This is an optimization exercise on Yosys and OpenROAD, whose aim is small area, a short achievable clock period and few clock cycles per item, not a production implementation.
For this run, only the layout was checked, not whether the RTL still works.
Power and IR drop assume default switching activity.

$ cat design.v
module processor(
input   clk,
input   [31:0] b_rdata,
output  [31:0] b_wdata
    );
reg [31:0] w1;
always @(posedge clk) w1 <= b_rdata;
wire [63:0] p = {b_rdata, w1};
wire [6:0] a0 = p[6:0],   a1 = p[13:7],  a2 = p[20:14], a3 = p[27:21];
wire [6:0] b0 = p[34:28], b1 = p[41:35], b2 = p[48:42], b3 = p[55:49];
wire [4:0] op = p[60:56];
wire is_add = op[0], is_sub = op[1], is_mul = op[2], is_tra = op[3], is_det = op[4];
wire is_as = is_add | is_sub;
wire [6:0] a0x3 = a0 + {a0[5:0], 1'b0};
wire [6:0] a1x3 = a1 + {a1[5:0], 1'b0};
wire [6:0] a2x3 = a2 + {a2[5:0], 1'b0};
wire [6:0] a3x3 = a3 + {a3[5:0], 1'b0};
wire [6:0] na2 = ~a2 + 7'd1;
wire [6:0] d0a = is_det ? a3 : b0;
wire [6:0] d0b = is_det ? na2 : b2;
wire l0a0_1 = (((is_mul | is_det) & d0a[0] & ~d0a[1]) | is_as);
wire l0a0_2 = (is_mul | is_det) & ~d0a[0] & d0a[1];
wire l0a0_3 = (is_mul | is_det) & d0a[0] & d0a[1];
wire l0a0_r0 = (l0a0_1 & a0[0]) | (l0a0_3 & a0x3[0]);
wire l0a0_r1 = (l0a0_1 & a0[1]) | (l0a0_2 & a0[0]) | (l0a0_3 & a0x3[1]);
wire l0a0_r2 = (l0a0_1 & a0[2]) | (l0a0_2 & a0[1]) | (l0a0_3 & a0x3[2]);
wire l0a0_r3 = (l0a0_1 & a0[3]) | (l0a0_2 & a0[2]) | (l0a0_3 & a0x3[3]);
wire l0a0_r4 = (l0a0_1 & a0[4]) | (l0a0_2 & a0[3]) | (l0a0_3 & a0x3[4]);
wire l0a0_r5 = (l0a0_1 & a0[5]) | (l0a0_2 & a0[4]) | (l0a0_3 & a0x3[5]);
wire l0a0_r6 = (l0a0_1 & a0[6]) | (l0a0_2 & a0[5]) | (l0a0_3 & a0x3[6]);
wire l0a1_1 = ((is_mul | is_det) & d0a[2] & ~d0a[3]);
wire l0a1_2 = (is_mul | is_det) & ~d0a[2] & d0a[3];
wire l0a1_3 = (is_mul | is_det) & d0a[2] & d0a[3];
wire l0a1_r2 = (l0a1_1 & a0[0]) | (l0a1_3 & a0x3[0]);
wire l0a1_r3 = (l0a1_1 & a0[1]) | (l0a1_2 & a0[0]) | (l0a1_3 & a0x3[1]);
wire l0a1_r4 = (l0a1_1 & a0[2]) | (l0a1_2 & a0[1]) | (l0a1_3 & a0x3[2]);
wire l0a1_r5 = (l0a1_1 & a0[3]) | (l0a1_2 & a0[2]) | (l0a1_3 & a0x3[3]);
wire l0a1_r6 = (l0a1_1 & a0[4]) | (l0a1_2 & a0[3]) | (l0a1_3 & a0x3[4]);
wire l0a2_1 = ((is_mul | is_det) & d0a[4] & ~d0a[5]);
wire l0a2_2 = (is_mul | is_det) & ~d0a[4] & d0a[5];
wire l0a2_3 = (is_mul | is_det) & d0a[4] & d0a[5];
wire l0a2_r4 = (l0a2_1 & a0[0]) | (l0a2_3 & a0x3[0]);
wire l0a2_r5 = (l0a2_1 & a0[1]) | (l0a2_2 & a0[0]) | (l0a2_3 & a0x3[1]);
wire l0a2_r6 = (l0a2_1 & a0[2]) | (l0a2_2 & a0[1]) | (l0a2_3 & a0x3[2]);
wire l0a3_1 = ((is_mul | is_det) & d0a[6] & ~1'b0);
wire l0a3_2 = (is_mul | is_det) & ~d0a[6] & 1'b0;
wire l0a3_3 = (is_mul | is_det) & d0a[6] & 1'b0;
wire l0a3_r6 = (l0a3_1 & a0[0]) | (l0a3_3 & a0x3[0]);
wire l0b0_1 = ((is_mul | is_det) & d0b[0] & ~d0b[1]);
wire l0b0_2 = (is_mul | is_det) & ~d0b[0] & d0b[1];
wire l0b0_3 = (is_mul | is_det) & d0b[0] & d0b[1];
wire l0b0_r0 = (l0b0_1 & a1[0]) | (l0b0_3 & a1x3[0]);
wire l0b0_r1 = (l0b0_1 & a1[1]) | (l0b0_2 & a1[0]) | (l0b0_3 & a1x3[1]);
wire l0b0_r2 = (l0b0_1 & a1[2]) | (l0b0_2 & a1[1]) | (l0b0_3 & a1x3[2]);
wire l0b0_r3 = (l0b0_1 & a1[3]) | (l0b0_2 & a1[2]) | (l0b0_3 & a1x3[3]);
wire l0b0_r4 = (l0b0_1 & a1[4]) | (l0b0_2 & a1[3]) | (l0b0_3 & a1x3[4]);
wire l0b0_r5 = (l0b0_1 & a1[5]) | (l0b0_2 & a1[4]) | (l0b0_3 & a1x3[5]);
wire l0b0_r6 = (l0b0_1 & a1[6]) | (l0b0_2 & a1[5]) | (l0b0_3 & a1x3[6]);
wire l0b1_1 = ((is_mul | is_det) & d0b[2] & ~d0b[3]);
wire l0b1_2 = (is_mul | is_det) & ~d0b[2] & d0b[3];
wire l0b1_3 = (is_mul | is_det) & d0b[2] & d0b[3];
wire l0b1_r2 = (l0b1_1 & a1[0]) | (l0b1_3 & a1x3[0]);
wire l0b1_r3 = (l0b1_1 & a1[1]) | (l0b1_2 & a1[0]) | (l0b1_3 & a1x3[1]);
wire l0b1_r4 = (l0b1_1 & a1[2]) | (l0b1_2 & a1[1]) | (l0b1_3 & a1x3[2]);
wire l0b1_r5 = (l0b1_1 & a1[3]) | (l0b1_2 & a1[2]) | (l0b1_3 & a1x3[3]);
wire l0b1_r6 = (l0b1_1 & a1[4]) | (l0b1_2 & a1[3]) | (l0b1_3 & a1x3[4]);
wire l0b2_1 = ((is_mul | is_det) & d0b[4] & ~d0b[5]);
wire l0b2_2 = (is_mul | is_det) & ~d0b[4] & d0b[5];
wire l0b2_3 = (is_mul | is_det) & d0b[4] & d0b[5];
wire l0b2_r4 = (l0b2_1 & a1[0]) | (l0b2_3 & a1x3[0]);
wire l0b2_r5 = (l0b2_1 & a1[1]) | (l0b2_2 & a1[0]) | (l0b2_3 & a1x3[1]);
wire l0b2_r6 = (l0b2_1 & a1[2]) | (l0b2_2 & a1[1]) | (l0b2_3 & a1x3[2]);
wire l0b3_1 = ((is_mul | is_det) & d0b[6] & ~1'b0);
wire l0b3_2 = (is_mul | is_det) & ~d0b[6] & 1'b0;
wire l0b3_3 = (is_mul | is_det) & d0b[6] & 1'b0;
wire l0b3_r6 = (l0b3_1 & a1[0]) | (l0b3_3 & a1x3[0]);
wire [6:0] x0 = ({7{is_as}} & (b0 ^ {7{is_sub}})) | ({7{is_tra}} & a0);
wire t0_s1;
wire t0_c2;
wire t0_s3;
wire t0_c4;
wire t0_s5;
wire t0_s6;
wire t0_s7;
wire t0_c8;
wire t0_s9;
wire t0_c10;
wire t0_s11;
wire t0_c12;
wire t0_s13;
wire t0_c14;
wire t0_s15;
wire t0_c16;
wire t0_s17;
wire t0_c18;
wire t0_s19;
wire t0_s20;
wire t0_s21;
wire t0_c22;
wire t0_s23;
wire t0_c24;
wire t0_s25;
wire t0_c26;
wire t0_s27;
wire t0_c28;
wire t0_s29;
wire t0_c30;
wire t0_s31;
wire t0_c32;
wire t0_s33;
wire t0_s34;
wire t0_c35;
wire t0_s36;
wire t0_c37;
wire t0_s38;
wire t0_c39;
wire t0_s40;
wire t0_c41;
wire t0_s42;
wire t0_c43;
wire t0_s44;
wire t0_c45;
wire t0_s46;
assign t0_s1 = l0a0_r4 ^ l0a1_r4;
assign t0_c2 = l0a0_r4 & l0a1_r4;
assign t0_s3 = l0a0_r5 ^ l0a1_r5 ^ l0a2_r5;
assign t0_c4 = (l0a0_r5 & l0a1_r5) | (l0a0_r5 & l0a2_r5) | (l0a1_r5 & l0a2_r5);
assign t0_s5 = l0a0_r6 ^ l0a1_r6 ^ l0a2_r6;
assign t0_s6 = l0a3_r6 ^ l0b0_r6 ^ l0b1_r6;
assign t0_s7 = l0a0_r2 ^ l0a1_r2;
assign t0_c8 = l0a0_r2 & l0a1_r2;
assign t0_s9 = l0a0_r3 ^ l0a1_r3 ^ l0b0_r3;
assign t0_c10 = (l0a0_r3 & l0a1_r3) | (l0a0_r3 & l0b0_r3) | (l0a1_r3 & l0b0_r3);
assign t0_s11 = l0a2_r4 ^ l0b0_r4 ^ l0b1_r4;
assign t0_c12 = (l0a2_r4 & l0b0_r4) | (l0a2_r4 & l0b1_r4) | (l0b0_r4 & l0b1_r4);
assign t0_s13 = l0b2_r4 ^ x0[4];
assign t0_c14 = l0b2_r4 & x0[4];
assign t0_s15 = l0b0_r5 ^ l0b1_r5 ^ l0b2_r5;
assign t0_c16 = (l0b0_r5 & l0b1_r5) | (l0b0_r5 & l0b2_r5) | (l0b1_r5 & l0b2_r5);
assign t0_s17 = x0[5] ^ t0_c2 ^ t0_s3;
assign t0_c18 = (x0[5] & t0_c2) | (x0[5] & t0_s3) | (t0_c2 & t0_s3);
assign t0_s19 = l0b2_r6 ^ l0b3_r6 ^ x0[6];
assign t0_s20 = t0_c4 ^ t0_s5 ^ t0_s6;
assign t0_s21 = l0a0_r0 ^ l0b0_r0;
assign t0_c22 = l0a0_r0 & l0b0_r0;
assign t0_s23 = l0a0_r1 ^ l0b0_r1;
assign t0_c24 = l0a0_r1 & l0b0_r1;
assign t0_s25 = l0b0_r2 ^ l0b1_r2 ^ x0[2];
assign t0_c26 = (l0b0_r2 & l0b1_r2) | (l0b0_r2 & x0[2]) | (l0b1_r2 & x0[2]);
assign t0_s27 = l0b1_r3 ^ x0[3] ^ t0_c8;
assign t0_c28 = (l0b1_r3 & x0[3]) | (l0b1_r3 & t0_c8) | (x0[3] & t0_c8);
assign t0_s29 = t0_s1 ^ t0_c10 ^ t0_s11;
assign t0_c30 = (t0_s1 & t0_c10) | (t0_s1 & t0_s11) | (t0_c10 & t0_s11);
assign t0_s31 = t0_c12 ^ t0_c14 ^ t0_s15;
assign t0_c32 = (t0_c12 & t0_c14) | (t0_c12 & t0_s15) | (t0_c14 & t0_s15);
assign t0_s33 = t0_c16 ^ t0_c18 ^ t0_s19;
assign t0_s34 = x0[0] ^ is_sub;
assign t0_c35 = x0[0] & is_sub;
assign t0_s36 = x0[1] ^ t0_c22 ^ t0_s23;
assign t0_c37 = (x0[1] & t0_c22) | (x0[1] & t0_s23) | (t0_c22 & t0_s23);
assign t0_s38 = t0_s7 ^ t0_c24 ^ t0_s25;
assign t0_c39 = (t0_s7 & t0_c24) | (t0_s7 & t0_s25) | (t0_c24 & t0_s25);
assign t0_s40 = t0_s9 ^ t0_c26 ^ t0_s27;
assign t0_c41 = (t0_s9 & t0_c26) | (t0_s9 & t0_s27) | (t0_c26 & t0_s27);
assign t0_s42 = t0_s13 ^ t0_c28 ^ t0_s29;
assign t0_c43 = (t0_s13 & t0_c28) | (t0_s13 & t0_s29) | (t0_c28 & t0_s29);
assign t0_s44 = t0_s17 ^ t0_c30 ^ t0_s31;
assign t0_c45 = (t0_s17 & t0_c30) | (t0_s17 & t0_s31) | (t0_c30 & t0_s31);
assign t0_s46 = t0_s20 ^ t0_c32 ^ t0_s33;
wire [6:0] ra0 = {t0_c45, t0_c43, t0_c41, t0_c39, t0_c37, t0_c35, t0_s21};
wire [6:0] rb0 = {t0_s46, t0_s44, t0_s42, t0_s40, t0_s38, t0_s36, t0_s34};
wire [6:0] r0 = ra0 + rb0;
wire l1a0_1 = (is_mul & b1[0] & ~b1[1]);
wire l1a0_2 = is_mul & ~b1[0] & b1[1];
wire l1a0_3 = is_mul & b1[0] & b1[1];
wire l1a0_r0 = (l1a0_1 & a0[0]) | (l1a0_3 & a0x3[0]);
wire l1a0_r1 = (l1a0_1 & a0[1]) | (l1a0_2 & a0[0]) | (l1a0_3 & a0x3[1]);
wire l1a0_r2 = (l1a0_1 & a0[2]) | (l1a0_2 & a0[1]) | (l1a0_3 & a0x3[2]);
wire l1a0_r3 = (l1a0_1 & a0[3]) | (l1a0_2 & a0[2]) | (l1a0_3 & a0x3[3]);
wire l1a0_r4 = (l1a0_1 & a0[4]) | (l1a0_2 & a0[3]) | (l1a0_3 & a0x3[4]);
wire l1a0_r5 = (l1a0_1 & a0[5]) | (l1a0_2 & a0[4]) | (l1a0_3 & a0x3[5]);
wire l1a0_r6 = (l1a0_1 & a0[6]) | (l1a0_2 & a0[5]) | (l1a0_3 & a0x3[6]);
wire l1a1_1 = (is_mul & b1[2] & ~b1[3]);
wire l1a1_2 = is_mul & ~b1[2] & b1[3];
wire l1a1_3 = is_mul & b1[2] & b1[3];
wire l1a1_r2 = (l1a1_1 & a0[0]) | (l1a1_3 & a0x3[0]);
wire l1a1_r3 = (l1a1_1 & a0[1]) | (l1a1_2 & a0[0]) | (l1a1_3 & a0x3[1]);
wire l1a1_r4 = (l1a1_1 & a0[2]) | (l1a1_2 & a0[1]) | (l1a1_3 & a0x3[2]);
wire l1a1_r5 = (l1a1_1 & a0[3]) | (l1a1_2 & a0[2]) | (l1a1_3 & a0x3[3]);
wire l1a1_r6 = (l1a1_1 & a0[4]) | (l1a1_2 & a0[3]) | (l1a1_3 & a0x3[4]);
wire l1a2_1 = (is_mul & b1[4] & ~b1[5]);
wire l1a2_2 = is_mul & ~b1[4] & b1[5];
wire l1a2_3 = is_mul & b1[4] & b1[5];
wire l1a2_r4 = (l1a2_1 & a0[0]) | (l1a2_3 & a0x3[0]);
wire l1a2_r5 = (l1a2_1 & a0[1]) | (l1a2_2 & a0[0]) | (l1a2_3 & a0x3[1]);
wire l1a2_r6 = (l1a2_1 & a0[2]) | (l1a2_2 & a0[1]) | (l1a2_3 & a0x3[2]);
wire l1a3_1 = (is_mul & b1[6] & ~1'b0);
wire l1a3_2 = is_mul & ~b1[6] & 1'b0;
wire l1a3_3 = is_mul & b1[6] & 1'b0;
wire l1a3_r6 = (l1a3_1 & a0[0]) | (l1a3_3 & a0x3[0]);
wire l1b0_1 = ((is_mul & b3[0] & ~b3[1]) | is_as);
wire l1b0_2 = is_mul & ~b3[0] & b3[1];
wire l1b0_3 = is_mul & b3[0] & b3[1];
wire l1b0_r0 = (l1b0_1 & a1[0]) | (l1b0_3 & a1x3[0]);
wire l1b0_r1 = (l1b0_1 & a1[1]) | (l1b0_2 & a1[0]) | (l1b0_3 & a1x3[1]);
wire l1b0_r2 = (l1b0_1 & a1[2]) | (l1b0_2 & a1[1]) | (l1b0_3 & a1x3[2]);
wire l1b0_r3 = (l1b0_1 & a1[3]) | (l1b0_2 & a1[2]) | (l1b0_3 & a1x3[3]);
wire l1b0_r4 = (l1b0_1 & a1[4]) | (l1b0_2 & a1[3]) | (l1b0_3 & a1x3[4]);
wire l1b0_r5 = (l1b0_1 & a1[5]) | (l1b0_2 & a1[4]) | (l1b0_3 & a1x3[5]);
wire l1b0_r6 = (l1b0_1 & a1[6]) | (l1b0_2 & a1[5]) | (l1b0_3 & a1x3[6]);
wire l1b1_1 = (is_mul & b3[2] & ~b3[3]);
wire l1b1_2 = is_mul & ~b3[2] & b3[3];
wire l1b1_3 = is_mul & b3[2] & b3[3];
wire l1b1_r2 = (l1b1_1 & a1[0]) | (l1b1_3 & a1x3[0]);
wire l1b1_r3 = (l1b1_1 & a1[1]) | (l1b1_2 & a1[0]) | (l1b1_3 & a1x3[1]);
wire l1b1_r4 = (l1b1_1 & a1[2]) | (l1b1_2 & a1[1]) | (l1b1_3 & a1x3[2]);
wire l1b1_r5 = (l1b1_1 & a1[3]) | (l1b1_2 & a1[2]) | (l1b1_3 & a1x3[3]);
wire l1b1_r6 = (l1b1_1 & a1[4]) | (l1b1_2 & a1[3]) | (l1b1_3 & a1x3[4]);
wire l1b2_1 = (is_mul & b3[4] & ~b3[5]);
wire l1b2_2 = is_mul & ~b3[4] & b3[5];
wire l1b2_3 = is_mul & b3[4] & b3[5];
wire l1b2_r4 = (l1b2_1 & a1[0]) | (l1b2_3 & a1x3[0]);
wire l1b2_r5 = (l1b2_1 & a1[1]) | (l1b2_2 & a1[0]) | (l1b2_3 & a1x3[1]);
wire l1b2_r6 = (l1b2_1 & a1[2]) | (l1b2_2 & a1[1]) | (l1b2_3 & a1x3[2]);
wire l1b3_1 = (is_mul & b3[6] & ~1'b0);
wire l1b3_2 = is_mul & ~b3[6] & 1'b0;
wire l1b3_3 = is_mul & b3[6] & 1'b0;
wire l1b3_r6 = (l1b3_1 & a1[0]) | (l1b3_3 & a1x3[0]);
wire [6:0] x1 = ({7{is_as}} & (b1 ^ {7{is_sub}})) | ({7{is_tra}} & a2);
wire t1_s1;
wire t1_c2;
wire t1_s3;
wire t1_c4;
wire t1_s5;
wire t1_s6;
wire t1_s7;
wire t1_c8;
wire t1_s9;
wire t1_c10;
wire t1_s11;
wire t1_c12;
wire t1_s13;
wire t1_c14;
wire t1_s15;
wire t1_c16;
wire t1_s17;
wire t1_c18;
wire t1_s19;
wire t1_s20;
wire t1_s21;
wire t1_c22;
wire t1_s23;
wire t1_c24;
wire t1_s25;
wire t1_c26;
wire t1_s27;
wire t1_c28;
wire t1_s29;
wire t1_c30;
wire t1_s31;
wire t1_c32;
wire t1_s33;
wire t1_s34;
wire t1_c35;
wire t1_s36;
wire t1_c37;
wire t1_s38;
wire t1_c39;
wire t1_s40;
wire t1_c41;
wire t1_s42;
wire t1_c43;
wire t1_s44;
wire t1_c45;
wire t1_s46;
assign t1_s1 = l1a0_r4 ^ l1a1_r4;
assign t1_c2 = l1a0_r4 & l1a1_r4;
assign t1_s3 = l1a0_r5 ^ l1a1_r5 ^ l1a2_r5;
assign t1_c4 = (l1a0_r5 & l1a1_r5) | (l1a0_r5 & l1a2_r5) | (l1a1_r5 & l1a2_r5);
assign t1_s5 = l1a0_r6 ^ l1a1_r6 ^ l1a2_r6;
assign t1_s6 = l1a3_r6 ^ l1b0_r6 ^ l1b1_r6;
assign t1_s7 = l1a0_r2 ^ l1a1_r2;
assign t1_c8 = l1a0_r2 & l1a1_r2;
assign t1_s9 = l1a0_r3 ^ l1a1_r3 ^ l1b0_r3;
assign t1_c10 = (l1a0_r3 & l1a1_r3) | (l1a0_r3 & l1b0_r3) | (l1a1_r3 & l1b0_r3);
assign t1_s11 = l1a2_r4 ^ l1b0_r4 ^ l1b1_r4;
assign t1_c12 = (l1a2_r4 & l1b0_r4) | (l1a2_r4 & l1b1_r4) | (l1b0_r4 & l1b1_r4);
assign t1_s13 = l1b2_r4 ^ x1[4];
assign t1_c14 = l1b2_r4 & x1[4];
assign t1_s15 = l1b0_r5 ^ l1b1_r5 ^ l1b2_r5;
assign t1_c16 = (l1b0_r5 & l1b1_r5) | (l1b0_r5 & l1b2_r5) | (l1b1_r5 & l1b2_r5);
assign t1_s17 = x1[5] ^ t1_c2 ^ t1_s3;
assign t1_c18 = (x1[5] & t1_c2) | (x1[5] & t1_s3) | (t1_c2 & t1_s3);
assign t1_s19 = l1b2_r6 ^ l1b3_r6 ^ x1[6];
assign t1_s20 = t1_c4 ^ t1_s5 ^ t1_s6;
assign t1_s21 = l1a0_r0 ^ l1b0_r0;
assign t1_c22 = l1a0_r0 & l1b0_r0;
assign t1_s23 = l1a0_r1 ^ l1b0_r1;
assign t1_c24 = l1a0_r1 & l1b0_r1;
assign t1_s25 = l1b0_r2 ^ l1b1_r2 ^ x1[2];
assign t1_c26 = (l1b0_r2 & l1b1_r2) | (l1b0_r2 & x1[2]) | (l1b1_r2 & x1[2]);
assign t1_s27 = l1b1_r3 ^ x1[3] ^ t1_c8;
assign t1_c28 = (l1b1_r3 & x1[3]) | (l1b1_r3 & t1_c8) | (x1[3] & t1_c8);
assign t1_s29 = t1_s1 ^ t1_c10 ^ t1_s11;
assign t1_c30 = (t1_s1 & t1_c10) | (t1_s1 & t1_s11) | (t1_c10 & t1_s11);
assign t1_s31 = t1_c12 ^ t1_c14 ^ t1_s15;
assign t1_c32 = (t1_c12 & t1_c14) | (t1_c12 & t1_s15) | (t1_c14 & t1_s15);
assign t1_s33 = t1_c16 ^ t1_c18 ^ t1_s19;
assign t1_s34 = x1[0] ^ is_sub;
assign t1_c35 = x1[0] & is_sub;
assign t1_s36 = x1[1] ^ t1_c22 ^ t1_s23;
assign t1_c37 = (x1[1] & t1_c22) | (x1[1] & t1_s23) | (t1_c22 & t1_s23);
assign t1_s38 = t1_s7 ^ t1_c24 ^ t1_s25;
assign t1_c39 = (t1_s7 & t1_c24) | (t1_s7 & t1_s25) | (t1_c24 & t1_s25);
assign t1_s40 = t1_s9 ^ t1_c26 ^ t1_s27;
assign t1_c41 = (t1_s9 & t1_c26) | (t1_s9 & t1_s27) | (t1_c26 & t1_s27);
assign t1_s42 = t1_s13 ^ t1_c28 ^ t1_s29;
assign t1_c43 = (t1_s13 & t1_c28) | (t1_s13 & t1_s29) | (t1_c28 & t1_s29);
assign t1_s44 = t1_s17 ^ t1_c30 ^ t1_s31;
assign t1_c45 = (t1_s17 & t1_c30) | (t1_s17 & t1_s31) | (t1_c30 & t1_s31);
assign t1_s46 = t1_s20 ^ t1_c32 ^ t1_s33;
wire [6:0] ra1 = {t1_c45, t1_c43, t1_c41, t1_c39, t1_c37, t1_c35, t1_s21};
wire [6:0] rb1 = {t1_s46, t1_s44, t1_s42, t1_s40, t1_s38, t1_s36, t1_s34};
wire [6:0] r1 = ra1 + rb1;
wire l2a0_1 = ((is_mul & b0[0] & ~b0[1]) | is_as);
wire l2a0_2 = is_mul & ~b0[0] & b0[1];
wire l2a0_3 = is_mul & b0[0] & b0[1];
wire l2a0_r0 = (l2a0_1 & a2[0]) | (l2a0_3 & a2x3[0]);
wire l2a0_r1 = (l2a0_1 & a2[1]) | (l2a0_2 & a2[0]) | (l2a0_3 & a2x3[1]);
wire l2a0_r2 = (l2a0_1 & a2[2]) | (l2a0_2 & a2[1]) | (l2a0_3 & a2x3[2]);
wire l2a0_r3 = (l2a0_1 & a2[3]) | (l2a0_2 & a2[2]) | (l2a0_3 & a2x3[3]);
wire l2a0_r4 = (l2a0_1 & a2[4]) | (l2a0_2 & a2[3]) | (l2a0_3 & a2x3[4]);
wire l2a0_r5 = (l2a0_1 & a2[5]) | (l2a0_2 & a2[4]) | (l2a0_3 & a2x3[5]);
wire l2a0_r6 = (l2a0_1 & a2[6]) | (l2a0_2 & a2[5]) | (l2a0_3 & a2x3[6]);
wire l2a1_1 = (is_mul & b0[2] & ~b0[3]);
wire l2a1_2 = is_mul & ~b0[2] & b0[3];
wire l2a1_3 = is_mul & b0[2] & b0[3];
wire l2a1_r2 = (l2a1_1 & a2[0]) | (l2a1_3 & a2x3[0]);
wire l2a1_r3 = (l2a1_1 & a2[1]) | (l2a1_2 & a2[0]) | (l2a1_3 & a2x3[1]);
wire l2a1_r4 = (l2a1_1 & a2[2]) | (l2a1_2 & a2[1]) | (l2a1_3 & a2x3[2]);
wire l2a1_r5 = (l2a1_1 & a2[3]) | (l2a1_2 & a2[2]) | (l2a1_3 & a2x3[3]);
wire l2a1_r6 = (l2a1_1 & a2[4]) | (l2a1_2 & a2[3]) | (l2a1_3 & a2x3[4]);
wire l2a2_1 = (is_mul & b0[4] & ~b0[5]);
wire l2a2_2 = is_mul & ~b0[4] & b0[5];
wire l2a2_3 = is_mul & b0[4] & b0[5];
wire l2a2_r4 = (l2a2_1 & a2[0]) | (l2a2_3 & a2x3[0]);
wire l2a2_r5 = (l2a2_1 & a2[1]) | (l2a2_2 & a2[0]) | (l2a2_3 & a2x3[1]);
wire l2a2_r6 = (l2a2_1 & a2[2]) | (l2a2_2 & a2[1]) | (l2a2_3 & a2x3[2]);
wire l2a3_1 = (is_mul & b0[6] & ~1'b0);
wire l2a3_2 = is_mul & ~b0[6] & 1'b0;
wire l2a3_3 = is_mul & b0[6] & 1'b0;
wire l2a3_r6 = (l2a3_1 & a2[0]) | (l2a3_3 & a2x3[0]);
wire l2b0_1 = (is_mul & b2[0] & ~b2[1]);
wire l2b0_2 = is_mul & ~b2[0] & b2[1];
wire l2b0_3 = is_mul & b2[0] & b2[1];
wire l2b0_r0 = (l2b0_1 & a3[0]) | (l2b0_3 & a3x3[0]);
wire l2b0_r1 = (l2b0_1 & a3[1]) | (l2b0_2 & a3[0]) | (l2b0_3 & a3x3[1]);
wire l2b0_r2 = (l2b0_1 & a3[2]) | (l2b0_2 & a3[1]) | (l2b0_3 & a3x3[2]);
wire l2b0_r3 = (l2b0_1 & a3[3]) | (l2b0_2 & a3[2]) | (l2b0_3 & a3x3[3]);
wire l2b0_r4 = (l2b0_1 & a3[4]) | (l2b0_2 & a3[3]) | (l2b0_3 & a3x3[4]);
wire l2b0_r5 = (l2b0_1 & a3[5]) | (l2b0_2 & a3[4]) | (l2b0_3 & a3x3[5]);
wire l2b0_r6 = (l2b0_1 & a3[6]) | (l2b0_2 & a3[5]) | (l2b0_3 & a3x3[6]);
wire l2b1_1 = (is_mul & b2[2] & ~b2[3]);
wire l2b1_2 = is_mul & ~b2[2] & b2[3];
wire l2b1_3 = is_mul & b2[2] & b2[3];
wire l2b1_r2 = (l2b1_1 & a3[0]) | (l2b1_3 & a3x3[0]);
wire l2b1_r3 = (l2b1_1 & a3[1]) | (l2b1_2 & a3[0]) | (l2b1_3 & a3x3[1]);
wire l2b1_r4 = (l2b1_1 & a3[2]) | (l2b1_2 & a3[1]) | (l2b1_3 & a3x3[2]);
wire l2b1_r5 = (l2b1_1 & a3[3]) | (l2b1_2 & a3[2]) | (l2b1_3 & a3x3[3]);
wire l2b1_r6 = (l2b1_1 & a3[4]) | (l2b1_2 & a3[3]) | (l2b1_3 & a3x3[4]);
wire l2b2_1 = (is_mul & b2[4] & ~b2[5]);
wire l2b2_2 = is_mul & ~b2[4] & b2[5];
wire l2b2_3 = is_mul & b2[4] & b2[5];
wire l2b2_r4 = (l2b2_1 & a3[0]) | (l2b2_3 & a3x3[0]);
wire l2b2_r5 = (l2b2_1 & a3[1]) | (l2b2_2 & a3[0]) | (l2b2_3 & a3x3[1]);
wire l2b2_r6 = (l2b2_1 & a3[2]) | (l2b2_2 & a3[1]) | (l2b2_3 & a3x3[2]);
wire l2b3_1 = (is_mul & b2[6] & ~1'b0);
wire l2b3_2 = is_mul & ~b2[6] & 1'b0;
wire l2b3_3 = is_mul & b2[6] & 1'b0;
wire l2b3_r6 = (l2b3_1 & a3[0]) | (l2b3_3 & a3x3[0]);
wire [6:0] x2 = ({7{is_as}} & (b2 ^ {7{is_sub}})) | ({7{is_tra}} & a1);
wire t2_s1;
wire t2_c2;
wire t2_s3;
wire t2_c4;
wire t2_s5;
wire t2_s6;
wire t2_s7;
wire t2_c8;
wire t2_s9;
wire t2_c10;
wire t2_s11;
wire t2_c12;
wire t2_s13;
wire t2_c14;
wire t2_s15;
wire t2_c16;
wire t2_s17;
wire t2_c18;
wire t2_s19;
wire t2_s20;
wire t2_s21;
wire t2_c22;
wire t2_s23;
wire t2_c24;
wire t2_s25;
wire t2_c26;
wire t2_s27;
wire t2_c28;
wire t2_s29;
wire t2_c30;
wire t2_s31;
wire t2_c32;
wire t2_s33;
wire t2_s34;
wire t2_c35;
wire t2_s36;
wire t2_c37;
wire t2_s38;
wire t2_c39;
wire t2_s40;
wire t2_c41;
wire t2_s42;
wire t2_c43;
wire t2_s44;
wire t2_c45;
wire t2_s46;
assign t2_s1 = l2a0_r4 ^ l2a1_r4;
assign t2_c2 = l2a0_r4 & l2a1_r4;
assign t2_s3 = l2a0_r5 ^ l2a1_r5 ^ l2a2_r5;
assign t2_c4 = (l2a0_r5 & l2a1_r5) | (l2a0_r5 & l2a2_r5) | (l2a1_r5 & l2a2_r5);
assign t2_s5 = l2a0_r6 ^ l2a1_r6 ^ l2a2_r6;
assign t2_s6 = l2a3_r6 ^ l2b0_r6 ^ l2b1_r6;
assign t2_s7 = l2a0_r2 ^ l2a1_r2;
assign t2_c8 = l2a0_r2 & l2a1_r2;
assign t2_s9 = l2a0_r3 ^ l2a1_r3 ^ l2b0_r3;
assign t2_c10 = (l2a0_r3 & l2a1_r3) | (l2a0_r3 & l2b0_r3) | (l2a1_r3 & l2b0_r3);
assign t2_s11 = l2a2_r4 ^ l2b0_r4 ^ l2b1_r4;
assign t2_c12 = (l2a2_r4 & l2b0_r4) | (l2a2_r4 & l2b1_r4) | (l2b0_r4 & l2b1_r4);
assign t2_s13 = l2b2_r4 ^ x2[4];
assign t2_c14 = l2b2_r4 & x2[4];
assign t2_s15 = l2b0_r5 ^ l2b1_r5 ^ l2b2_r5;
assign t2_c16 = (l2b0_r5 & l2b1_r5) | (l2b0_r5 & l2b2_r5) | (l2b1_r5 & l2b2_r5);
assign t2_s17 = x2[5] ^ t2_c2 ^ t2_s3;
assign t2_c18 = (x2[5] & t2_c2) | (x2[5] & t2_s3) | (t2_c2 & t2_s3);
assign t2_s19 = l2b2_r6 ^ l2b3_r6 ^ x2[6];
assign t2_s20 = t2_c4 ^ t2_s5 ^ t2_s6;
assign t2_s21 = l2a0_r0 ^ l2b0_r0;
assign t2_c22 = l2a0_r0 & l2b0_r0;
assign t2_s23 = l2a0_r1 ^ l2b0_r1;
assign t2_c24 = l2a0_r1 & l2b0_r1;
assign t2_s25 = l2b0_r2 ^ l2b1_r2 ^ x2[2];
assign t2_c26 = (l2b0_r2 & l2b1_r2) | (l2b0_r2 & x2[2]) | (l2b1_r2 & x2[2]);
assign t2_s27 = l2b1_r3 ^ x2[3] ^ t2_c8;
assign t2_c28 = (l2b1_r3 & x2[3]) | (l2b1_r3 & t2_c8) | (x2[3] & t2_c8);
assign t2_s29 = t2_s1 ^ t2_c10 ^ t2_s11;
assign t2_c30 = (t2_s1 & t2_c10) | (t2_s1 & t2_s11) | (t2_c10 & t2_s11);
assign t2_s31 = t2_c12 ^ t2_c14 ^ t2_s15;
assign t2_c32 = (t2_c12 & t2_c14) | (t2_c12 & t2_s15) | (t2_c14 & t2_s15);
assign t2_s33 = t2_c16 ^ t2_c18 ^ t2_s19;
assign t2_s34 = x2[0] ^ is_sub;
assign t2_c35 = x2[0] & is_sub;
assign t2_s36 = x2[1] ^ t2_c22 ^ t2_s23;
assign t2_c37 = (x2[1] & t2_c22) | (x2[1] & t2_s23) | (t2_c22 & t2_s23);
assign t2_s38 = t2_s7 ^ t2_c24 ^ t2_s25;
assign t2_c39 = (t2_s7 & t2_c24) | (t2_s7 & t2_s25) | (t2_c24 & t2_s25);
assign t2_s40 = t2_s9 ^ t2_c26 ^ t2_s27;
assign t2_c41 = (t2_s9 & t2_c26) | (t2_s9 & t2_s27) | (t2_c26 & t2_s27);
assign t2_s42 = t2_s13 ^ t2_c28 ^ t2_s29;
assign t2_c43 = (t2_s13 & t2_c28) | (t2_s13 & t2_s29) | (t2_c28 & t2_s29);
assign t2_s44 = t2_s17 ^ t2_c30 ^ t2_s31;
assign t2_c45 = (t2_s17 & t2_c30) | (t2_s17 & t2_s31) | (t2_c30 & t2_s31);
assign t2_s46 = t2_s20 ^ t2_c32 ^ t2_s33;
wire [6:0] ra2 = {t2_c45, t2_c43, t2_c41, t2_c39, t2_c37, t2_c35, t2_s21};
wire [6:0] rb2 = {t2_s46, t2_s44, t2_s42, t2_s40, t2_s38, t2_s36, t2_s34};
wire [6:0] r2 = ra2 + rb2;
wire l3a0_1 = (is_mul & b1[0] & ~b1[1]);
wire l3a0_2 = is_mul & ~b1[0] & b1[1];
wire l3a0_3 = is_mul & b1[0] & b1[1];
wire l3a0_r0 = (l3a0_1 & a2[0]) | (l3a0_3 & a2x3[0]);
wire l3a0_r1 = (l3a0_1 & a2[1]) | (l3a0_2 & a2[0]) | (l3a0_3 & a2x3[1]);
wire l3a0_r2 = (l3a0_1 & a2[2]) | (l3a0_2 & a2[1]) | (l3a0_3 & a2x3[2]);
wire l3a0_r3 = (l3a0_1 & a2[3]) | (l3a0_2 & a2[2]) | (l3a0_3 & a2x3[3]);
wire l3a0_r4 = (l3a0_1 & a2[4]) | (l3a0_2 & a2[3]) | (l3a0_3 & a2x3[4]);
wire l3a0_r5 = (l3a0_1 & a2[5]) | (l3a0_2 & a2[4]) | (l3a0_3 & a2x3[5]);
wire l3a0_r6 = (l3a0_1 & a2[6]) | (l3a0_2 & a2[5]) | (l3a0_3 & a2x3[6]);
wire l3a1_1 = (is_mul & b1[2] & ~b1[3]);
wire l3a1_2 = is_mul & ~b1[2] & b1[3];
wire l3a1_3 = is_mul & b1[2] & b1[3];
wire l3a1_r2 = (l3a1_1 & a2[0]) | (l3a1_3 & a2x3[0]);
wire l3a1_r3 = (l3a1_1 & a2[1]) | (l3a1_2 & a2[0]) | (l3a1_3 & a2x3[1]);
wire l3a1_r4 = (l3a1_1 & a2[2]) | (l3a1_2 & a2[1]) | (l3a1_3 & a2x3[2]);
wire l3a1_r5 = (l3a1_1 & a2[3]) | (l3a1_2 & a2[2]) | (l3a1_3 & a2x3[3]);
wire l3a1_r6 = (l3a1_1 & a2[4]) | (l3a1_2 & a2[3]) | (l3a1_3 & a2x3[4]);
wire l3a2_1 = (is_mul & b1[4] & ~b1[5]);
wire l3a2_2 = is_mul & ~b1[4] & b1[5];
wire l3a2_3 = is_mul & b1[4] & b1[5];
wire l3a2_r4 = (l3a2_1 & a2[0]) | (l3a2_3 & a2x3[0]);
wire l3a2_r5 = (l3a2_1 & a2[1]) | (l3a2_2 & a2[0]) | (l3a2_3 & a2x3[1]);
wire l3a2_r6 = (l3a2_1 & a2[2]) | (l3a2_2 & a2[1]) | (l3a2_3 & a2x3[2]);
wire l3a3_1 = (is_mul & b1[6] & ~1'b0);
wire l3a3_2 = is_mul & ~b1[6] & 1'b0;
wire l3a3_3 = is_mul & b1[6] & 1'b0;
wire l3a3_r6 = (l3a3_1 & a2[0]) | (l3a3_3 & a2x3[0]);
wire l3b0_1 = ((is_mul & b3[0] & ~b3[1]) | is_as);
wire l3b0_2 = is_mul & ~b3[0] & b3[1];
wire l3b0_3 = is_mul & b3[0] & b3[1];
wire l3b0_r0 = (l3b0_1 & a3[0]) | (l3b0_3 & a3x3[0]);
wire l3b0_r1 = (l3b0_1 & a3[1]) | (l3b0_2 & a3[0]) | (l3b0_3 & a3x3[1]);
wire l3b0_r2 = (l3b0_1 & a3[2]) | (l3b0_2 & a3[1]) | (l3b0_3 & a3x3[2]);
wire l3b0_r3 = (l3b0_1 & a3[3]) | (l3b0_2 & a3[2]) | (l3b0_3 & a3x3[3]);
wire l3b0_r4 = (l3b0_1 & a3[4]) | (l3b0_2 & a3[3]) | (l3b0_3 & a3x3[4]);
wire l3b0_r5 = (l3b0_1 & a3[5]) | (l3b0_2 & a3[4]) | (l3b0_3 & a3x3[5]);
wire l3b0_r6 = (l3b0_1 & a3[6]) | (l3b0_2 & a3[5]) | (l3b0_3 & a3x3[6]);
wire l3b1_1 = (is_mul & b3[2] & ~b3[3]);
wire l3b1_2 = is_mul & ~b3[2] & b3[3];
wire l3b1_3 = is_mul & b3[2] & b3[3];
wire l3b1_r2 = (l3b1_1 & a3[0]) | (l3b1_3 & a3x3[0]);
wire l3b1_r3 = (l3b1_1 & a3[1]) | (l3b1_2 & a3[0]) | (l3b1_3 & a3x3[1]);
wire l3b1_r4 = (l3b1_1 & a3[2]) | (l3b1_2 & a3[1]) | (l3b1_3 & a3x3[2]);
wire l3b1_r5 = (l3b1_1 & a3[3]) | (l3b1_2 & a3[2]) | (l3b1_3 & a3x3[3]);
wire l3b1_r6 = (l3b1_1 & a3[4]) | (l3b1_2 & a3[3]) | (l3b1_3 & a3x3[4]);
wire l3b2_1 = (is_mul & b3[4] & ~b3[5]);
wire l3b2_2 = is_mul & ~b3[4] & b3[5];
wire l3b2_3 = is_mul & b3[4] & b3[5];
wire l3b2_r4 = (l3b2_1 & a3[0]) | (l3b2_3 & a3x3[0]);
wire l3b2_r5 = (l3b2_1 & a3[1]) | (l3b2_2 & a3[0]) | (l3b2_3 & a3x3[1]);
wire l3b2_r6 = (l3b2_1 & a3[2]) | (l3b2_2 & a3[1]) | (l3b2_3 & a3x3[2]);
wire l3b3_1 = (is_mul & b3[6] & ~1'b0);
wire l3b3_2 = is_mul & ~b3[6] & 1'b0;
wire l3b3_3 = is_mul & b3[6] & 1'b0;
wire l3b3_r6 = (l3b3_1 & a3[0]) | (l3b3_3 & a3x3[0]);
wire [6:0] x3 = ({7{is_as}} & (b3 ^ {7{is_sub}})) | ({7{is_tra}} & a3);
wire t3_s1;
wire t3_c2;
wire t3_s3;
wire t3_c4;
wire t3_s5;
wire t3_s6;
wire t3_s7;
wire t3_c8;
wire t3_s9;
wire t3_c10;
wire t3_s11;
wire t3_c12;
wire t3_s13;
wire t3_c14;
wire t3_s15;
wire t3_c16;
wire t3_s17;
wire t3_c18;
wire t3_s19;
wire t3_s20;
wire t3_s21;
wire t3_c22;
wire t3_s23;
wire t3_c24;
wire t3_s25;
wire t3_c26;
wire t3_s27;
wire t3_c28;
wire t3_s29;
wire t3_c30;
wire t3_s31;
wire t3_c32;
wire t3_s33;
wire t3_s34;
wire t3_c35;
wire t3_s36;
wire t3_c37;
wire t3_s38;
wire t3_c39;
wire t3_s40;
wire t3_c41;
wire t3_s42;
wire t3_c43;
wire t3_s44;
wire t3_c45;
wire t3_s46;
assign t3_s1 = l3a0_r4 ^ l3a1_r4;
assign t3_c2 = l3a0_r4 & l3a1_r4;
assign t3_s3 = l3a0_r5 ^ l3a1_r5 ^ l3a2_r5;
assign t3_c4 = (l3a0_r5 & l3a1_r5) | (l3a0_r5 & l3a2_r5) | (l3a1_r5 & l3a2_r5);
assign t3_s5 = l3a0_r6 ^ l3a1_r6 ^ l3a2_r6;
assign t3_s6 = l3a3_r6 ^ l3b0_r6 ^ l3b1_r6;
assign t3_s7 = l3a0_r2 ^ l3a1_r2;
assign t3_c8 = l3a0_r2 & l3a1_r2;
assign t3_s9 = l3a0_r3 ^ l3a1_r3 ^ l3b0_r3;
assign t3_c10 = (l3a0_r3 & l3a1_r3) | (l3a0_r3 & l3b0_r3) | (l3a1_r3 & l3b0_r3);
assign t3_s11 = l3a2_r4 ^ l3b0_r4 ^ l3b1_r4;
assign t3_c12 = (l3a2_r4 & l3b0_r4) | (l3a2_r4 & l3b1_r4) | (l3b0_r4 & l3b1_r4);
assign t3_s13 = l3b2_r4 ^ x3[4];
assign t3_c14 = l3b2_r4 & x3[4];
assign t3_s15 = l3b0_r5 ^ l3b1_r5 ^ l3b2_r5;
assign t3_c16 = (l3b0_r5 & l3b1_r5) | (l3b0_r5 & l3b2_r5) | (l3b1_r5 & l3b2_r5);
assign t3_s17 = x3[5] ^ t3_c2 ^ t3_s3;
assign t3_c18 = (x3[5] & t3_c2) | (x3[5] & t3_s3) | (t3_c2 & t3_s3);
assign t3_s19 = l3b2_r6 ^ l3b3_r6 ^ x3[6];
assign t3_s20 = t3_c4 ^ t3_s5 ^ t3_s6;
assign t3_s21 = l3a0_r0 ^ l3b0_r0;
assign t3_c22 = l3a0_r0 & l3b0_r0;
assign t3_s23 = l3a0_r1 ^ l3b0_r1;
assign t3_c24 = l3a0_r1 & l3b0_r1;
assign t3_s25 = l3b0_r2 ^ l3b1_r2 ^ x3[2];
assign t3_c26 = (l3b0_r2 & l3b1_r2) | (l3b0_r2 & x3[2]) | (l3b1_r2 & x3[2]);
assign t3_s27 = l3b1_r3 ^ x3[3] ^ t3_c8;
assign t3_c28 = (l3b1_r3 & x3[3]) | (l3b1_r3 & t3_c8) | (x3[3] & t3_c8);
assign t3_s29 = t3_s1 ^ t3_c10 ^ t3_s11;
assign t3_c30 = (t3_s1 & t3_c10) | (t3_s1 & t3_s11) | (t3_c10 & t3_s11);
assign t3_s31 = t3_c12 ^ t3_c14 ^ t3_s15;
assign t3_c32 = (t3_c12 & t3_c14) | (t3_c12 & t3_s15) | (t3_c14 & t3_s15);
assign t3_s33 = t3_c16 ^ t3_c18 ^ t3_s19;
assign t3_s34 = x3[0] ^ is_sub;
assign t3_c35 = x3[0] & is_sub;
assign t3_s36 = x3[1] ^ t3_c22 ^ t3_s23;
assign t3_c37 = (x3[1] & t3_c22) | (x3[1] & t3_s23) | (t3_c22 & t3_s23);
assign t3_s38 = t3_s7 ^ t3_c24 ^ t3_s25;
assign t3_c39 = (t3_s7 & t3_c24) | (t3_s7 & t3_s25) | (t3_c24 & t3_s25);
assign t3_s40 = t3_s9 ^ t3_c26 ^ t3_s27;
assign t3_c41 = (t3_s9 & t3_c26) | (t3_s9 & t3_s27) | (t3_c26 & t3_s27);
assign t3_s42 = t3_s13 ^ t3_c28 ^ t3_s29;
assign t3_c43 = (t3_s13 & t3_c28) | (t3_s13 & t3_s29) | (t3_c28 & t3_s29);
assign t3_s44 = t3_s17 ^ t3_c30 ^ t3_s31;
assign t3_c45 = (t3_s17 & t3_c30) | (t3_s17 & t3_s31) | (t3_c30 & t3_s31);
assign t3_s46 = t3_s20 ^ t3_c32 ^ t3_s33;
wire [6:0] ra3 = {t3_c45, t3_c43, t3_c41, t3_c39, t3_c37, t3_c35, t3_s21};
wire [6:0] rb3 = {t3_s46, t3_s44, t3_s42, t3_s40, t3_s38, t3_s36, t3_s34};
wire [6:0] r3 = ra3 + rb3;
assign b_wdata = {4'd0, r3, r2, r1, r0[6] & ~is_det, r0[5:0]};
endmodule
module controller(
input clk,
input rst,                
input  [31:0] b_rdata,
output [31:0] addr,
output [3:0] we,
output en
    );
localparam F  = 2'd0;
localparam R1 = 2'd1;
localparam R2 = 2'd2;
localparam WR = 2'd3;
reg [1:0] ph;
reg [1:0] k;        
reg [3:0] widx;     
reg       wr;
reg [1:0] n_ph;
reg [1:0] n_k;
reg [3:0] n_widx;
always @(*) begin
    n_ph = ph;
    n_k  = k;
    case (ph)
        F:  n_ph = (k == 2'd3) ? F : R1;
        R1: n_ph = b_rdata[31] ? R2 : F;
        R2: n_ph = WR;
        WR: begin
            n_ph = F;
            n_k  = k + 2'd1;
        end
    endcase
    case (n_ph)
        F:  n_widx = 4'd0;
        R1: n_widx = {n_k, 2'b00} - {2'b00, n_k} + 4'd1;    
        R2: n_widx = {n_k, 2'b00} - {2'b00, n_k} + 4'd2;    
        default: n_widx = 4'd10 + {2'b00, n_k};
    endcase
end
always @(posedge clk or negedge rst) begin
    if (!rst) begin
        ph   <= F;
        k    <= 2'd0;
        widx <= 4'd0;
        wr   <= 1'b0;
    end else begin
        ph   <= n_ph;
        k    <= n_k;
        widx <= n_widx;
        wr   <= (n_ph == WR);
    end
end
assign en   = 1'b1;
assign we   = {4{wr}};
assign addr = {26'd0, widx, 2'b00};
endmodule
module top(
input clk,
input rst,
input  [31:0] b_rdata,
output [31:0] b_wdata,
output [31:0] addr,
output [3:0] we,
output en,
output rstout
    );
wire [31:0] p_rdata_d;
assign rstout = ~rst;
processor po(
        .clk(clk),
        .b_rdata(b_rdata),
        .b_wdata(b_wdata)
    );
controller co(
        .clk(clk),
        .rst(rst),
        .b_rdata(b_rdata),
        .addr(addr),
        .we(we),
        .en(en)
    );
endmodule
$ cat run.sh
#!/bin/bash
# synth_recipe.tcl (not shown) runs the flow's synth.tcl, then flattens the netlist and writes it again
# the make line also repeats each setting of config.mk as NAME=value (left out here)
make -C /OpenROAD-flow-scripts/flow DESIGN_CONFIG=/design/flow/config.mk WORK_HOME=/design/flow/orfs CLKGATE_MAP_FILE= SYNTH_SCRIPT=/design/flow/synth_recipe.tcl finish
$ cat config.mk
export PLATFORM = sky130hd
export DESIGN_NAME = top
export DESIGN_NICKNAME = top
export VERILOG_FILES = /design/flow/design.v
export SDC_FILE = /design/flow/constraint.sdc
export NUM_CORES = 4
export LEC_CHECK = 0
export CAP_MARGIN = 20
export CORE_MARGIN = 2
export CORE_UTILIZATION = 40
export SLEW_MARGIN = 20
$ cat constraint.sdc
create_clock -name core_clock -period 6.0 [get_ports {clk}]
set_input_delay 1.2000 -clock core_clock [delete_from_list [all_inputs] [get_ports {clk}]]
set_output_delay 1.2000 -clock core_clock [all_outputs]
set_load 0.01 [all_outputs]
==> run notes <==
cells after synthesis=1058; asr flop ratio synth=0.220; Leak=5.49 nW; WS Path Type=in -> out; routed via count=8553; chip height=150 um; Worst-Margin Slew=0.616 ns; Worst IR Drop VDD=0.000207 V; Initial Utilization=0.407; Startpoint Class=input port; Setup crit end kind=output port; Routed wire per std cell=18.8 um; Synth cell types=64; Fmax=151 MHz; hpwl dp=23100 um; RSZ-0062 raised after global routing=yes; synthesis-stage register bit count=41; Die ar.=22500 sq um; crit path max fanout=4; Reg clk slew, reported paths=0.08 ns; delay-heaviest family, CP=adder cells; DRT antenna net count=0; fin worst setup slack=-0.612 ns; input/output buffers=70; drt first pass iters=7; Worst Path Arrival=5.41 ns; most frequent cells in the layout=217 x buf_4, 107 x nand2_1, 78 x inv_1; predominant post-synthesis flop cell=dfxtp_1; final core occ=0.566; EDFF count, synth=0; Nets=1479; vias in the first global route=8227; Placed Area=10800 sq um; Fail Reasons=setup timing; Max stage delay cell, worst path=fa_1; worst-path cell chain=clkdlybuf4s15_1, mux2i_4, buf_6, and3b_1, o21ai_2, fa_1, fa_1, fa_2, xor2_2, xnor2_1, xnor2_1, xnor2_1, xnor2_2, xnor3_1, buf_4, a2111o_1, buf_2; Initial DRC Count=788; sequential element share of the synthesized area=0.102; root buf cell=clkbuf_16; htree depth=2; Critical Path RT=4.80 ns; status=finished with violations; final period utilization=1.10; Worst Hold Class=reg -> reg; GRT Total Usage=0.259; share of layout cells above drive strength 1=0.325; clk sinks=41; core footprint=21000 sq um; slowest stage delay, CP=0.51 ns; initial antenna violation count=0; min Tclk post-route=6.61 ns; Final Hold Vio Count=0; Final setup viols=4; setup TNS=-1.42 ns; CTS tree=yes; most frequent CP cell=xnor2_1; CTS Buf Count=5; Mapped Area=8520 sq um; IO Pins=104; Die W=150 um; fin. max-slew vios=0; P per Cell Area=291 nW/um^2; final instance area=11900 sq um; total grt overflow=0; pin count of the biggest net entering global routing=37; std cell rows=53; Mean Syn Cell Area=8.06 sq um; worst-skew pair later-pin latency=0.30 ns; register area=877 sq um; worst rel slew slack=0.585; area growth from synthesis to layout=39.0%; first-pass GRT wire length=44600 um; drt total wl=29700 um; multi-input logic area=7420 sq um; commonest non-fill, non-tap cell in the layout=buf_4; Layout Skew=0.00107 ns; fill count=1928; GP Congestion=0.948; Post-route DRC=0; MaxCap Viol Count=0; Yosys warning total=2; CP bufs+invs=4; number of diodes=0; vias per cell=5.42; Max clock buf depth=2
final timing paths:
| kind | from | endpoint | slack (ns) | depth (start not counted) |
|---|---|---|---|---|
| setup / recovery | b_rdata[14] | b_wdata[6] | -0.61 | 17 |
| hold / removal | co.k[1] | co.widx[1] | 0.54 | 1 |
| setup reg to reg | co.k[0] | co.widx[1] | 4.13 | 6 |
| hold reg to reg | co.k[1] | co.widx[1] | 0.54 | 1 |
| max in group asynchronous | rst | co.wr | 4.48 | 1 |
| min in group asynchronous | rst | co.widx[3] | 1.21 | 1 |
power by group:
| part | internal (W) | switching [W] | total [W] |
|---|---|---|---|
| registers | 0.000314 | 0.0000480 | 0.000362 |
| clock network | 0.000161 | 0.000144 | 0.000305 |
| logic | 0.00147 | 0.00131 | 0.00278 |
| total | 0.00195 | 0.00150 | 0.00344 |
flip-flops by register name, summed over array words and instances, names as in the netlist:
signal and cells:
co.widx 4, co.ph 2, co.k 2, po.w1 32
co.wr 1
logic make-up after synthesis:
logic type | Yosys count | share of synthesized area
AOI/OAI and AO/OA | 259 | 0.204
xor gates and xnor gates | 96 | 0.104
adders and majority gates | 142 | 0.265
buffers and inverters | 199 | 0.106
DFF | 41 | 0.102
muxes | 54 | 0.0678
other | 2 | 0.000881
and+or+nand+nor | 265 | 0.151
worst reg2reg max path, stage by stage (launching register included):
cell and delay (ns):
dfrtp_1 0.46, ha_1 0.31, mux2_2 0.31, ha_1 0.33, nand2_1 0.06, o22a_1 0.20
o22ai_1 0.13
Yosys cell counts (all sizes together) (2+ instances only):
cell    number  share of area
clkbuf      65          0.029
xor2        18          0.018
nor3         2         0.0012
or2          2         0.0015
a21oi       70          0.042
a21boi       7         0.0062
o21bai       7         0.0062
a221o       12          0.014
xnor2       76          0.080
conb         2        0.00088
dfrtp        9          0.026
buf         47          0.039
mux2        27          0.036
ha          78           0.11
a32oi        4         0.0041
a22o        10          0.011
fa          64           0.15
a221oi       2         0.0021
inv         86          0.038
a222oi      23          0.027
nand3       10         0.0059
a21o        12          0.011
and3        15          0.011
xnor3        2         0.0053
nand2b       6         0.0044
dfxtp       32          0.075
nor2        42          0.019
nand2      113          0.050
a31oi        6         0.0044
nor2b       59          0.044
mux2i       27          0.032
nand3b       6         0.0053
o21ai       61          0.036
and2         6         0.0044
o22ai        6         0.0044
a22oi       27          0.024
metal layers:
metal / global-route usage / wire (um) / up-vias
met5: 0 / 0 / -
met4: 0.0821 / 1040 / 0
met3: 0.0287 / 1980 / 60
met2: 0.430 / 13700 / 370
met1: 0.353 / 12900 / 4073
li1: - / - / 4050
final cells by class:
cell class / count / area share
clock buffer: 5 / 0.0106
clock inverter: 3 / 0.00243
inverter: 87 / 0.0276
multi-input combinational: 849 / 0.626
sequential: 41 / 0.0740
tap: 275 / 0.0290
timing repair buffer: 319 / 0.230
timing repair:
action / in CTS / in global routing
endpoints found under the hold margin: 0 / 0
cloned: 2 / 0
setup endpoints to repair: 20 / 14
buffers inserted: 20 / 12
pin swaps: 72 / 85
hold buffers: 0 / 0
resized for setup: 166 / 90
metrics by stage:
stage	hold WS [ns]	worst slack [ns]	std cells	total power [W]
6_report	0.540	-0.612	1579	0.00344
3_5_place_dp	0.532	-1.26	1540	0.00307
5_1_grt	0.579	-0.808	1579	0.00375
2_1_floorplan	0.485	-0.357	1089	0.00193
4_1_cts	0.544	-0.760	1568	0.00334
3_3_place_gp	0.526	-1.21	1540	0.00303

-- port drivers added, routing unchanged --
The flow's constraints put no driver on any port. The routed layout listed below was extracted and timed again, unchanged, in two steps.
Step 1 assumes that a clkbuf_16 drives the clock port and a buf_2 every other input.
Step 2 moves the port delays by t, midway between the first and last clock arrival at a register: inputs arrive t later, outputs are due t later. That takes back most of the time a late clock gives input paths.
a / b / c = ideal / step 1 / step 2; a / b = the first two.
t (ns): 0.340
setup slack, ns: -0.612 / -0.673 / -0.673
slew at the worst register clock pin (ns): 0.08 / 0.08
worst data-port slew with drivers (ns): 0.06
cell pins on the clock port's net: 1
The setup slack of this run moves by -0.061 ns with the drivers and by -0.061 ns with both steps.
